Context: an optimization exercise on an open-source flow, tuned for small area. The choices shown serve that exercise and are no tape-out recipe. Only simulation tests tie the RTL to the original design; equivalence was not proved. Power figures rest on the tool's default switching activity, not on a simulated workload.

== wip/umber ==
// Final_Watch
module Final_Watch(
    input clk,
    input rst_sw,
    input [7:1] dip_sw,
    input [11:0] key_pad,
    output [7:0] seg_data,
    output [7:0] seg_com,
    output [7:0] lcd_data,
    output lcd_rs, lcd_rw, lcd_e,
    output [3:0] led_r,
    output [3:0] led_g,
    output [3:0] led_b,
    output piezo
);
For scale: roughly 1,600 cells after synthesis, roughly 150 flip-flops, about 61 I/O pins, roughly 11,000 sq um of cells after synthesis.
==> flow/config.mk <==
export PLATFORM = sky130hd
export DESIGN_NAME = Final_Watch
export DESIGN_NICKNAME = Final_Watch
export VERILOG_FILES = /design/flow/design.v
export SDC_FILE = /design/flow/constraint.sdc
export NUM_CORES = 4
export LEC_CHECK = 0
export CAP_MARGIN = 20
export CORE_MARGIN = 2
export CORE_UTILIZATION = 40
export CTS_BUF_LIST = sky130_fd_sc_hd__clkbuf_8
export SLEW_MARGIN = 20
==> flow/constraint.sdc <==
create_clock -name core_clock -period 22.0 [get_ports {clk}]
set_input_delay 4.4000 -clock core_clock [delete_from_list [all_inputs] [get_ports {clk}]]
set_output_delay 4.4000 -clock core_clock [all_outputs]
set_load 0.01 [all_outputs]
standard.sh (not shown) runs the stock make flow with config.mk's settings and CLKGATE_MAP_FILE= SYNTH_SCRIPT=/design/flow/synth_recipe.tcl, a recipe that flattens the netlist after the stock synthesis.
==> flow/flow/run.sh <==
#!/bin/bash
# Own flow: the standard synthesis, then the same synthesis again with an
# area-oriented ABC script and without adder cells; if the registers of the
# two netlists agree (names and cell types) the second netlist is laid out
# by the standard flow, otherwise the standard one is.
set -u
W=$(pwd)
R=$W/orfs/results/$FLOW_PLATFORM/Final_Watch/base
bash standard.sh synth > std_synth.log 2>&1 || exit 1
cp $R/1_2_yosys.v $W/ref_1_2_yosys.v
make -C $FLOW_HOME DESIGN_CONFIG=$W/config.mk WORK_HOME=$W/orfs CLKGATE_MAP_FILE= \
  SYNTH_SCRIPT=$W/flow/my_synth.tcl ADDER_MAP_FILE= do-yosys > my_synth.log 2>&1
ok=0
if [ -s $R/1_2_yosys.v ] && grep -q "endmodule" $R/1_2_yosys.v; then
  cp $R/1_2_yosys.v $W/own_1_2_yosys.v
  python3 $W/flow/fixnames.py $W/ref_1_2_yosys.v $W/own_1_2_yosys.v $W/own_fixed_1_2_yosys.v > fixnames.log 2>&1 \
    && cp $W/own_fixed_1_2_yosys.v $R/1_2_yosys.v
  python3 $W/flow/regs.py $W/ref_1_2_yosys.v > regs_ref.txt
  python3 $W/flow/regs.py $R/1_2_yosys.v > regs_own.txt
  if [ -s regs_ref.txt ] && cmp -s regs_ref.txt regs_own.txt; then ok=1; fi
fi
if [ $ok = 1 ]; then
  echo "own synthesis used" > synth_choice.txt
else
  echo "registers differ or own synthesis failed: standard synthesis used" > synth_choice.txt
  cp $W/ref_1_2_yosys.v $R/1_2_yosys.v
fi
touch $R/1_2_yosys.v
CTS_ARGS="-sink_clustering_enable -repair_clock_nets -buf_list sky130_fd_sc_hd__clkbuf_8 -dont_use_dummy_load" BUFFER_PORTS_ARGS="-buffer_cell sky130_fd_sc_hd__buf_1" bash standard.sh > std_layout.log 2>&1
Other scripts of this flow, unchanged in this note and not shown: flow/flow/area.abc, flow/flow/fixnames.py, flow/flow/my_synth.tcl, flow/flow/regs.py
## Diff of input files: wip/zinc against wip/umber
diff --git a/flow/flow/run.sh b/flow/flow/run.sh
--- a/flow/flow/run.sh
+++ b/flow/flow/run.sh
@@ -29 +29 @@
-CTS_ARGS="-sink_clustering_enable -repair_clock_nets -buf_list sky130_fd_sc_hd__clkbuf_8 -dont_use_dummy_load" BUFFER_PORTS_ARGS="-buffer_cell sky130_fd_sc_hd__buf_1" bash standard.sh > std_layout.log 2>&1
+BUFFER_PORTS_ARGS="-buffer_cell sky130_fd_sc_hd__buf_1" bash standard.sh > std_layout.log 2>&1
## What came out
- On cell area, wip/umber beats wip/zinc.
- Between wip/umber and wip/zinc, the clock-cell share of area is lower for wip/umber.
- Taking wip/umber as the reference, in wip/zinc number of vias per cell after detailed routing has decreased, final period utilization has remained practically unchanged.
- The power share of the clock group reported for wip/zinc is greater than that of wip/umber by 3.0 points.
- Worst IR drop on VDD up 7.8% in wip/zinc wrt wip/umber
- Re number of cells on the worst reg-to-reg path: no difference whatsoever between wip/zinc and wip/umber.
- wip/zinc ends up with higher arrival time at the worst endpoint than wip/umber does.
- Between wip/zinc and wip/umber, it is wip/zinc whose met3 wire length is higher, by 3.2%.
- Compared with wip/umber, wip/zinc degrades worst setup margin.

---

## alpha
Another version of the RTL of Final_Watch (not shown whole).
Size in the first run: about 150 flip-flops, about 0.011 mm^2 of cells after synthesis.
export LEC_CHECK = 0
export CAP_MARGIN = 20
export CORE_MARGIN = 2
export CORE_UTILIZATION = 40
export CTS_BUF_LIST = sky130_fd_sc_hd__clkbuf_8
export SLEW_MARGIN = 20
create_clock -name core_clock -period 22.0 [get_ports {clk}]
==> flow/flow/run.sh <==
#!/bin/bash
# Own flow: the standard synthesis, then the same synthesis again with an
# area-oriented ABC script and without adder cells; if the registers of the
# two netlists agree (names and cell types) the second netlist is laid out
# by the standard flow, otherwise the standard one is.
set -u
W=$(pwd)
R=$W/orfs/results/$FLOW_PLATFORM/Final_Watch/base
bash standard.sh synth > std_synth.log 2>&1 || exit 1
cp $R/1_2_yosys.v $W/ref_1_2_yosys.v
make -C $FLOW_HOME DESIGN_CONFIG=$W/config.mk WORK_HOME=$W/orfs CLKGATE_MAP_FILE= \
  SYNTH_SCRIPT=$W/flow/my_synth.tcl ADDER_MAP_FILE= do-yosys > my_synth.log 2>&1
ok=0
if [ -s $R/1_2_yosys.v ] && grep -q "endmodule" $R/1_2_yosys.v; then
  cp $R/1_2_yosys.v $W/own_1_2_yosys.v
  python3 $W/flow/fixnames.py $W/ref_1_2_yosys.v $W/own_1_2_yosys.v $W/own_fixed_1_2_yosys.v > fixnames.log 2>&1 \
    && cp $W/own_fixed_1_2_yosys.v $R/1_2_yosys.v
  python3 $W/flow/regs.py $W/ref_1_2_yosys.v > regs_ref.txt
  python3 $W/flow/regs.py $R/1_2_yosys.v > regs_own.txt
  if [ -s regs_ref.txt ] && cmp -s regs_ref.txt regs_own.txt; then ok=1; fi
fi
if [ $ok = 1 ]; then
  echo "own synthesis used" > synth_choice.txt
else
  echo "registers differ or own synthesis failed: standard synthesis used" > synth_choice.txt
  cp $W/ref_1_2_yosys.v $R/1_2_yosys.v
fi
touch $R/1_2_yosys.v
CTS_ARGS="-sink_clustering_enable -repair_clock_nets -buf_list sky130_fd_sc_hd__clkbuf_8 -dont_use_dummy_load" BUFFER_PORTS_ARGS="-buffer_cell sky130_fd_sc_hd__buf_1" bash standard.sh > std_layout.log 2>&1
Other scripts of this flow, unchanged in this note and not shown: flow/flow/area.abc, flow/flow/fixnames.py, flow/flow/my_synth.tcl, flow/flow/regs.py
Edits applied to the flow inputs when going from alpha to beta:
# alpha
export LEC_CHECK = 0
export CAP_MARGIN = 20
export CORE_MARGIN = 2
export CORE_UTILIZATION = 40
export CTS_BUF_LIST = sky130_fd_sc_hd__clkbuf_8
export SLEW_MARGIN = 20
create_clock -name core_clock -period 22.0 [get_ports {clk}]
# beta
export LEC_CHECK = 0
export CAP_MARGIN = 20
export CORE_MARGIN = 2
export CORE_UTILIZATION = 60
export CTS_BUF_LIST = sky130_fd_sc_hd__clkbuf_8
export SLEW_MARGIN = 20
create_clock -name core_clock -period 22.0 [get_ports {clk}]
Findings:
On actual transition at the worst max-transition pin, the higher figure sits with alpha, not beta.
beta reports a higher last weighted congestion value of the routability-driven placer than alpha does.
Smallest setup slack after layout on beta is down relative to alpha.
Global routing met2 resource utilization in beta is 15 points above alpha.
Worst hold-check slack (higher): beta
Post-CTS clock slew at the launch and capture registers of the worst setup and hold paths ends up lower on beta.

---

Final_Watch, a different RTL version from the one above (not shown whole).
Size in the first run: roughly 150 flip-flops, ~61 I/O pins.
clock: 22.0 ns
lec_check: 0
cap_margin: 0
core_margin: 2
core_utilization: 40
cts_buf_list: sky130_fd_sc_hd__clkbuf_8
slew_margin: 0
==> flow/flow/area.abc <==
strash
&get -n
&deepsyn -J 100
&put
dch -f
amap
topo
==> flow/flow/fixnames.py <==
# Gives the flip-flops of the own netlist (argv[2]) that have generated names
# (_NNNN_) the name that the standard netlist (argv[1]) gives the flip-flop
# driving the same Q net. Writes the result to argv[3].
import re, sys
FF = re.compile(r'^(\s*)(sky130_fd_sc_hd__(?:df|sdf|edf|dl)\w*)\s+(\S+)\s*\((.*?)\);', re.M | re.S)
def flops(text):
    out = {}
    for m in FF.finditer(text):
        q = re.search(r'\.Q\(\s*(.*?)\s*\)', m.group(4))
        if q:
            out[q.group(1)] = (m.group(3), m.group(2))
    return out
ref = open(sys.argv[1]).read()
own = open(sys.argv[2]).read()
rf, of = flops(ref), flops(own)
names = set(re.findall(r'(?<![\w\\$])(_\d+_)(?!\w)', own))
ren = {}
for q, (rn, rt) in rf.items():
    if q not in of:
        continue
    on, ot = of[q]
    if on != rn:
        if not re.fullmatch(r'_\d+_', on) or rn in names:
            sys.exit("cannot rename %s to %s" % (on, rn))
        ren[on] = rn
def sub(m):
    n = m.group(3)
    if n in ren:
        return m.group(0).replace(' ' + n + ' ', ' ' + ren[n] + ' ', 1)
    return m.group(0)
new = FF.sub(sub, own)
open(sys.argv[3], 'w').write(new)
print("renamed", ren)
==> flow/flow/my_synth.tcl <==
# The standard synthesis (synth_recipe.tcl) with two changes: no adder-cell
# extraction (ADDER_MAP_FILE is empty on the make line) and an area-oriented
# ABC script for the combinational logic. Registers are mapped as before.
proc synth {args} { yosys synth -nofsm -noshare {*}$args }
set my_abc_script [file join [file dirname [file normalize [info script]]] area.abc]
proc abc {args} {
  global my_abc_script
  set out {}
  set skip 0
  foreach a $args {
    if {$skip} { set skip 0; continue }
    if {$a eq "-script"} { set skip 1; continue }
    lappend out $a
  }
  yosys abc -script $my_abc_script {*}$out
}
source $::env(SCRIPTS_DIR)/synth.tcl
# left out here: clear keep_hierarchy, flatten, clean up, hide names made inside functions, write 1_2_yosys.v
==> flow/flow/regs.py <==
# Lists the flip-flop instances (name, cell type without drive strength) of a netlist.
import re, sys
s = open(sys.argv[1]).read()
regs = sorted((n, re.sub(r'_\d+$', '', t)) for t, n in
              re.findall(r'^\s*(sky130_fd_sc_hd__(?:df|sdf|edf|dl)\w*)\s+(\S+)\s*\(', s, re.M))
for n, t in regs:
    print(t, n)
Scripts as last shown in full above: flow/flow/run.sh
Edit:
CAP_MARGIN = 20   (was 0)
CORE_UTILIZATION = 60   (was 40)
SLEW_MARGIN = 20   (was 0)
After rerunning: The changed run went through all stages and came out clean; total power stays flat; cell count shrinks by 5.8%; die area shrinks by 33%; area after synthesis does not change; clock skew grows by 8.0 ps; wire length shrinks by 3.7%.

---

ember:
Starting RTL as in the previous note.
clock: 22.0 ns
lec_check: 0
cap_margin: 20
core_margin: 2
core_utilization: 40
cts_buf_list: sky130_fd_sc_hd__clkbuf_8
slew_margin: 20
==> flow/flow/run.sh <==
#!/bin/bash
# Own flow: the standard synthesis, then the same synthesis again with an
# area-oriented ABC script and without adder cells; if the registers of the
# two netlists agree (names and cell types) the second netlist is laid out
# by the standard flow, otherwise the standard one is.
set -u
W=$(pwd)
R=$W/orfs/results/$FLOW_PLATFORM/Final_Watch/base
bash standard.sh synth > std_synth.log 2>&1 || exit 1
cp $R/1_2_yosys.v $W/ref_1_2_yosys.v
make -C $FLOW_HOME DESIGN_CONFIG=$W/config.mk WORK_HOME=$W/orfs CLKGATE_MAP_FILE= \
  SYNTH_SCRIPT=$W/flow/my_synth.tcl ADDER_MAP_FILE= do-yosys > my_synth.log 2>&1
ok=0
if [ -s $R/1_2_yosys.v ] && grep -q "endmodule" $R/1_2_yosys.v; then
  cp $R/1_2_yosys.v $W/own_1_2_yosys.v
  python3 $W/flow/fixnames.py $W/ref_1_2_yosys.v $W/own_1_2_yosys.v $W/own_fixed_1_2_yosys.v > fixnames.log 2>&1 \
    && cp $W/own_fixed_1_2_yosys.v $R/1_2_yosys.v
  python3 $W/flow/regs.py $W/ref_1_2_yosys.v > regs_ref.txt
  python3 $W/flow/regs.py $R/1_2_yosys.v > regs_own.txt
  if [ -s regs_ref.txt ] && cmp -s regs_ref.txt regs_own.txt; then ok=1; fi
fi
if [ $ok = 1 ]; then
  echo "own synthesis used" > synth_choice.txt
else
  echo "registers differ or own synthesis failed: standard synthesis used" > synth_choice.txt
  cp $W/ref_1_2_yosys.v $R/1_2_yosys.v
fi
touch $R/1_2_yosys.v
CTS_ARGS="-sink_clustering_enable -repair_clock_nets -buf_list sky130_fd_sc_hd__clkbuf_8 -root_buf sky130_fd_sc_hd__clkbuf_16 -sink_clustering_buffer sky130_fd_sc_hd__clkbuf_4 -dont_use_dummy_load" BUFFER_PORTS_ARGS="-buffer_cell sky130_fd_sc_hd__buf_1" bash standard.sh > std_layout.log 2>&1
Scripts as last shown in full above: flow/flow/area.abc, flow/flow/fixnames.py, flow/flow/my_synth.tcl, flow/flow/regs.py
ember ran to completion and came out clean on the timing, design-rule and antenna checks.
Relative to ember, the following input files were edited for quartz:
--- a/flow/flow/run.sh
+++ b/flow/flow/run.sh
@@ -27,3 +27,3 @@
 fi
 touch $R/1_2_yosys.v
-CTS_ARGS="-sink_clustering_enable -repair_clock_nets -buf_list sky130_fd_sc_hd__clkbuf_8 -root_buf sky130_fd_sc_hd__clkbuf_16 -sink_clustering_buffer sky130_fd_sc_hd__clkbuf_4 -dont_use_dummy_load" BUFFER_PORTS_ARGS="-buffer_cell sky130_fd_sc_hd__buf_1" bash standard.sh > std_layout.log 2>&1
+CTS_ARGS="-sink_clustering_enable -repair_clock_nets -buf_list sky130_fd_sc_hd__clkbuf_8 -dont_use_dummy_load" BUFFER_PORTS_ARGS="-buffer_cell sky130_fd_sc_hd__buf_1" bash standard.sh > std_layout.log 2>&1
==> comparison <==
The total wire length on ember is in line with that on quartz.
Final cell count delta (ember -> quartz): insignificant
quartz against ember: share of the clock period used by the worst path closely matched the old numbers, highest ir drop seen on vdd increased by 0.81% relative to the old numbers, multi-input gate share of the layout cell area closely matched the old numbers, clock network area share closely matched the old numbers, final cell area excluding filler cells closely matched the old numbers.
Re share of total power in the clock network: ember was higher than quartz.
Re post-synthesis cell count: no difference whatsoever between ember and quartz.
quartz vs ember, total power went down by 5.4 uW.
Edits applied to the flow inputs when going from quartz to raven:
Settings: changing SLEW_MARGIN from 20 to 10; setting GPL_TIMING_DRIVEN to 0 for the first time; changing CAP_MARGIN from 20 to 10.
==> comparison <==
- raven: full flow OK, the timing, design-rule and antenna checks passed
- Routability-driven placement congestion ratio essentially unchanged between raven and quartz.
- Of the two candidates, quartz has the better worst hold margin and raven the worse one.
- Sequential share of layout area on raven is down relative to quartz.
- raven vs quartz, average wire length per cell after detail routing went up by about 0.5%.

==> static timing again, ports no longer ideal <==
The results above use ideal ports. As a check the final layouts listed here were re-extracted and re-timed, cells and wires unchanged. Step 1 assumes that a clkbuf_16 drives the clock port and a buf_2 every other input. Step 2 adds t to the input delays and takes it off the output delays; t is the mean of the earliest and latest rising clock arrival at the registers after step 1. Input paths then give back, and output paths get back, about the clock's delay inside the block. Slacks: no drivers / after step 1 / after step 2; pairs: no drivers / after step 1.
| run | shift t [ns] | setup WS [ns] | latest minus earliest clock arrival (ns) | pins driven straight from the clock port |
|---|---|---|---|---|
| wip/umber | 0.528 | 7.922 / 7.894 / 7.894 | 0.036 / 0.036 | 1 |
| wip/zinc | 0.533 | 7.891 / 7.863 / 7.863 | 0.024 / 0.024 | 1 |
| alpha | 0.512 | 7.515 / 7.489 / 7.489 | 0.050 / 0.050 | 1 |
| beta | 0.512 | 7.509 / 7.488 / 7.488 | 0.037 / 0.037 | 1 |
| the first run of note 3 | 0.499 | 8.213 / 8.178 / 8.178 | 0.031 / 0.031 | 1 |
| the second run of note 3 | 0.512 | 7.822 / 7.791 / 7.791 | 0.041 / 0.041 | 1 |
| ember | 0.430 | 8.212 / 8.176 / 8.176 | 0.030 / 0.030 | 1 |
| quartz | 0.499 | 8.213 / 8.178 / 8.178 | 0.031 / 0.031 | 1 |
| raven | 0.518 | 7.949 / 7.916 / 7.916 | 0.039 / 0.039 | 1 |
After both steps setup and hold are still met in every run listed. For ember, which loses most, drivers alone change the setup slack by -0.036 ns; drivers and shift together by -0.036 ns.
